This design comes from an exercise in tuning for small area and a short achievable clock period on the open sky130 flow, not from production work.
RTL that was checked went through simulation tests only; none was proved equivalent to the original.

==> job 4617 <==
## thresholding
module thresholding(
    input wire clk, reset, enable,
    input wire signed [11 : 0] sig,
    output wire signed [11 : 0] y,
    output reg done,
    output reg [11 : 0] id
    );
==> module thresholding, before the edit <==
module thresholding(
    input wire clk, reset, enable,
    input wire signed [11 : 0] sig,
    output wire signed [11 : 0] y,
    output reg done,
    output reg [11 : 0] id
    );
localparam W = 13;
function lt_const11(input [10 : 0] a, input [10 : 0] k);
    integer i;
    reg r;
    begin
        r = 1'b0;
        for (i = 0; i < 11; i = i + 1)
            r = k[i] ? (~a[i] | r) : (~a[i] & r);
        lt_const11 = r;
    end
endfunction
function le_const16(input [15 : 0] a, input [15 : 0] k);
    integer i;
    reg r;
    begin
        r = 1'b1;
        for (i = 0; i < 16; i = i + 1)
            r = k[i] ? (~a[i] | r) : (~a[i] & r);
        le_const16 = r;
    end
endfunction
function [11 : 0] add_const12(input [11 : 0] a, input [11 : 0] k);
    integer i, j, m;
    reg c, t;
    begin
        for (i = 0; i < 12; i = i + 1) begin
            c = 1'b0;
            for (j = 0; j < i; j = j + 1) begin
                if (k[j]) begin
                    t = 1'b1;
                    for (m = i - 1; m > j; m = m - 1)
                        if (!k[m]) t = t & a[m];
                    t = t & a[j];
                    c = c | t;
                end
            end
            add_const12[i] = a[i] ^ k[i] ^ c;
        end
    end
endfunction
reg [11 : 0] dn [0 : W - 1];          
reg [16 : 0] nl;                      
reg [11 : 0] x13;                     
reg first;                            
reg [7 : 0] grp;                      
wire idle = ~id[11] & (&id[10 : 0]);
wire working = ~idle;
reg [11 : 0] id_inc;
reg id_c;
integer k;
always @* begin
    id_c = 1'b1;
    for (k = 0; k < 12; k = k + 1) begin
        id_inc[k] = id[k] ^ id_c;
        id_c = id_c & id[k];
    end
end
wire [11 : 0] x = add_const12(sig, 12'd3138);                
wire wrapx = sig[11] & lt_const11(sig[10 : 0], 11'd958);      
wire [11 : 0] spl = {~sig[11], sig[10 : 0]};                  
wire [16 : 0] n = nl + {{5{x13[11]}}, x13} + {{5{dn[0][11]}}, dn[0]} + 17'd1;    
wire f0 = ~n[16] | le_const16(n[15 : 0], 16'd25366);          
wire fw = ~n[16] & ~((&n[15 : 8]) & ~le_const16({8'd0, n[7 : 0]}, 16'd90));    
wire late = ~id[11] & ((|id[10 : 4]) | (id[3] & id[2]));
wire valid = ~first | late;
wire [11 : 0] x12 = (valid & ~reset) ? ~dn[W - 1] : 12'd0;
function [33 : 0] csa(input [11 : 0] sl, input [16 : 0] nn, input f);
    reg [16 : 0] r0, r2, r3, s1, l2b, s2, c2;
    reg [17 : 0] c1;
    begin
        r0 = {5'd0, sl};
        r2 = {3'd0, sl, 2'b00};
        r3 = {2'd0, sl, f, 2'b00};            
        s1 = r0 ^ r2 ^ r3;
        c1 = {(r0 & r2) | (r0 & r3) | (r2 & r3), 1'b0};
        l2b = {c1[16 : 3], f, f, f};          
        s2 = s1 ^ l2b ^ nn;
        c2 = {(s1[15 : 0] & l2b[15 : 0]) | (s1[15 : 0] & nn[15 : 0]) | (l2b[15 : 0] & nn[15 : 0]), 1'b0};
        csa = {s2, c2};
    end
endfunction
function [1 : 0] grp4(input [3 : 0] g, input [3 : 0] p);
    begin
        grp4[1] = g[3] | (p[3] & (g[2] | (p[2] & (g[1] | (p[1] & g[0])))));
        grp4[0] = &p;
    end
endfunction
function [2 : 0] low_grp(input [7 : 0] a, input [7 : 0] b, input cin);
    reg [7 : 0] g, p;
    reg [1 : 0] q0, q1;
    begin
        g = a & b;
        p = a ^ b;
        q0 = grp4({g[3 : 1], g[0] | (p[0] & cin)}, p[3 : 0]);
        q1 = grp4(g[7 : 4], p[7 : 4]);
        low_grp = {q0[1], q1};
    end
endfunction
function [2 : 0] top_grp(input [4 : 0] a, input [4 : 0] b, input [4 : 0] k);
    reg [4 : 0] ta, tb;
    reg [1 : 0] q;
    begin
        ta = a ^ b ^ k;
        tb = {(a[3 : 0] & b[3 : 0]) | (a[3 : 0] & k[3 : 0]) | (b[3 : 0] & k[3 : 0]), 1'b0};
        q = grp4(ta[3 : 0] & tb[3 : 0], ta[3 : 0] ^ tb[3 : 0]);
        top_grp = {ta[4] ^ tb[4], q};
    end
endfunction
wire [33 : 0] cs0 = csa(spl, n, 1'b0);
wire [33 : 0] cs1 = csa(spl, n, 1'b1);
wire [16 : 0] s2 = cs0[33 : 17];
wire [16 : 0] c2 = cs0[16 : 0];
wire [2 : 0] lo0 = low_grp(cs0[24 : 17], cs0[7 : 0], 1'b0);
wire [2 : 0] lo1 = low_grp(cs1[24 : 17], cs1[7 : 0], 1'b1);
wire [1 : 0] mid = grp4(s2[11 : 8] & c2[11 : 8], s2[11 : 8] ^ c2[11 : 8]);
wire [2 : 0] top0 = top_grp(s2[16 : 12], c2[16 : 12], 5'd0);
wire [2 : 0] top1 = top_grp(s2[16 : 12], c2[16 : 12], 5'd13);
wire [2 : 0] top2 = top_grp(s2[16 : 12], c2[16 : 12], 5'd26);
wire [2 : 0] top = (wrapx & fw) ? top2 : (wrapx | fw) ? top1 : top0;
wire [2 : 0] lo = f0 ? lo1 : lo0;
wire c16 = grp[6] | (grp[5] & (grp[4] | (grp[3] & (grp[2] | (grp[1] & grp[0])))));
wire [11 : 0] y_c0 = grp[7] ? 12'd0 : ~dn[0];
wire [11 : 0] y_c1 = grp[7] ? ~dn[0] : 12'd0;
assign y = c16 ? y_c1 : y_c0;
integer j;
always @(posedge clk) begin
    if (working) begin
        for (j = 1; j < W; j = j + 1)
            dn[j] <= dn[j - 1];
    end
    if (reset)
        dn[0] <= 12'hfff;
    else if (working)
        dn[0] <= ~x;
    if (reset | working)
        x13 <= x12;
    if (reset) begin
        nl <= 17'd90902;
        first <= 1'b1;
        done <= 1'b0;
        id <= 12'd2047;
    end else begin
        done <= working;
        if (working) begin
            id <= id_inc;
            nl <= n;
            if (late)
                first <= 1'b0;
        end else begin
            id <= {enable, 11'h7ff};
        end
    end
    grp <= {top, mid, lo[1 : 0], lo[2]};
end
endmodule
==> flow/config.mk <==
export PLATFORM = sky130hd
export DESIGN_NAME = thresholding
export DESIGN_NICKNAME = thresholding
export VERILOG_FILES = /design/flow/design.v
export SDC_FILE = /design/flow/constraint.sdc
export NUM_CORES = 4
export LEC_CHECK = 0
export CAP_MARGIN = 20
export CORE_MARGIN = 2
export CORE_UTILIZATION = 40
export CTS_BUF_LIST = sky130_fd_sc_hd__clkbuf_8
export SLEW_MARGIN = 20
==> flow/constraint.sdc <==
create_clock -name core_clock -period 14.0 [get_ports {clk}]
set_input_delay 2.8000 -clock core_clock [delete_from_list [all_inputs] [get_ports {clk}]]
set_output_delay 2.8000 -clock core_clock [all_outputs]
set_load 0.01 [all_outputs]
standard.sh (not shown) runs the stock make flow with config.mk's settings and CLKGATE_MAP_FILE= SYNTH_SCRIPT=/design/flow/synth_recipe.tcl, a recipe that flattens the netlist after the stock synthesis.
==> flow/flow/run.sh <==
#!/bin/bash
set -euo pipefail
bash standard.sh "BUFFER_PORTS_ARGS=-buffer_cell sky130_fd_sc_hd__buf_2" SETUP_SLACK_MARGIN=9.3 finish > standard.log 2>&1
==> job 1752: changes against job 4617 <==
==> flow/design.v (replaced) <==
module thresholding(
    input wire clk, reset, enable,
    input wire signed [11 : 0] sig,
    output wire signed [11 : 0] y,
    output reg done,
    output reg [11 : 0] id
    );
localparam W = 13;
reg signed [11 : 0] d [0 : W - 1];    
reg signed [15 : 0] s;                
reg first;                            
reg ysel;                             
wire idle = (id == 12'd2047);
wire working = ~idle;
wire signed [11 : 0] x = sig - 12'sd958;
wire wrapx = (sig < -12'sd1090);
wire u = sig[11] & ~wrapx;
wire signed [16 : 0] su = {{5{u}}, sig};
wire late = ~id[11] & (id[10 : 4] != 7'd0 || id[3 : 0] >= 4'd12);
wire valid = ~first | late;
wire signed [15 : 0] d12 = valid ? d[W - 1] : 12'sd0;
wire signed [15 : 0] p = s - d12 - 16'sd958;
wire signed [15 : 0] s_next = p + su[15 : 0];
wire f0 = ~s[15];
wire fw = (s >= 16'sd25532);
wire signed [16 : 0] c = -17'sd13545 + (f0 ? 17'sd12 : 17'sd0) + (fw ? 17'sd53248 : 17'sd0);
wire signed [16 : 0] v = {~s[15], ~s} + c;
wire signed [16 : 0] diff = (su <<< 3) + (su <<< 2) + su + v;
wire cond = ~diff[16];
assign y = ysel ? d[0] : 12'sd0;
integer j;
always @(posedge clk) begin
    if (working) begin
        for (j = 1; j < W; j = j + 1)
            d[j] <= d[j - 1];
        d[0] <= x;
    end
    if (reset) begin
        s <= 16'sd0;
        first <= 1'b1;
        done <= 1'b0;
        id <= 12'd2047;
    end else begin
        done <= working;
        if (working) begin
            id <= id + 12'd1;
            s <= s_next;
            if (late)
                first <= 1'b0;
        end else begin
            id <= {enable, 11'h7ff};
        end
    end
    ysel <= cond;
end
endmodule
==> flow/run.sh (new file) <==
#!/bin/bash
# synth_recipe.tcl (not shown) runs the flow's synth.tcl, then flattens the netlist and writes it again
# the make line also repeats each setting of config.mk as NAME=value (left out here)
make -C /OpenROAD-flow-scripts/flow DESIGN_CONFIG=/design/flow/config.mk WORK_HOME=/design/flow/orfs CLKGATE_MAP_FILE= SYNTH_SCRIPT=/design/flow/synth_recipe.tcl finish
CTS_BUF_LIST = unset   (was sky130_fd_sc_hd__clkbuf_8)
removed: flow/flow/run.sh
removed: flow/standard.sh
==> qor summary <==
| metric | job 1752 | job 4617 |
|---|---|---|
| Run status | timing/DRC/antenna clean | timing/DRC/antenna clean |
| Synth Area per Inst | 14.6 µm² | 13.5 µm² |
| Total of clock buffers placed in the layout | 17 | 44 |
| Setup slack after placement | 6520 ps | 8850 ps |
| Standard cell core area | 21700 µm² | 23500 µm² |
| Synthesis-to-finish area growth | 14.9% | 15.3% |
| Global routing usage summed across all routing layers | 0.139 | 0.144 |
| Worst Path Required | 14330 ps | 11200 ps |
| Cell count of the worst reg-to-reg path | 16 | 17 |
| Area of placed instances | 9490 µm² | 10200 µm² |
| Synthesized-area fraction occupied by xor and xnor cells | 0.0340 | 0.0237 |
| Count of placed standard cells including taps | 915 | 1055 |
| Timing-limited maximum frequency | 142 MHz | 211 MHz |
| Actual transition at the worst max-transition pin | 884 ps | 988 ps |
| X dimension of the die | 152 µm | 159 µm |
| Library cell contributing the largest single delay on the critical path | sky130_fd_sc_hd__clkdlybuf4s50_1 | sky130_fd_sc_hd__dfxtp_1 |
| Number of clock sinks seen by CTS | 187 | 207 |
| Met2 capacity usage during global routing | 0.215 | 0.231 |
| Compound-gate portion of the synthesized area | 0.0658 | 0.0808 |
| Number of library cell types mapped by synthesis | 52 | 61 |
| Worst slew margin relative to its limit | 0.408 | 0.341 |
Function not checked in job 1752: the RTL went through the layout flow alone.

==> re-timing with driven ports <==
The flow's constraints put no driver on any port. The routed layouts listed below were extracted and timed again, unchanged, in two steps.
Step 1 assumes that a clkbuf_16 drives the clock port and a buf_2 every other input.
Step 2 also shifts input and output timing later by t, the mid clock arrival at the registers, as if the neighbouring blocks saw the same clock.
Slacks: ideal / step 1 / step 2; pairs: ideal / step 1.
run	t (ns)	setup slack, ns	hold WS [ns]	worst register clock-pin slew, ns	worst slew at a driven data input, ns
job 4617	0.542	9.259 / 9.220 / 8.854	0.414 / 0.414 / 0.414	0.06 / 0.06	0.05
job 1752	0.467	6.975 / 6.976 / 6.510	0.417 / 0.417 / 0.417	0.08 / 0.08	0.05
After both steps setup and hold are still met in every run listed. For job 1752, which loses most, drivers alone change the setup slack by +0.001 ns; drivers and shift together by -0.465 ns.
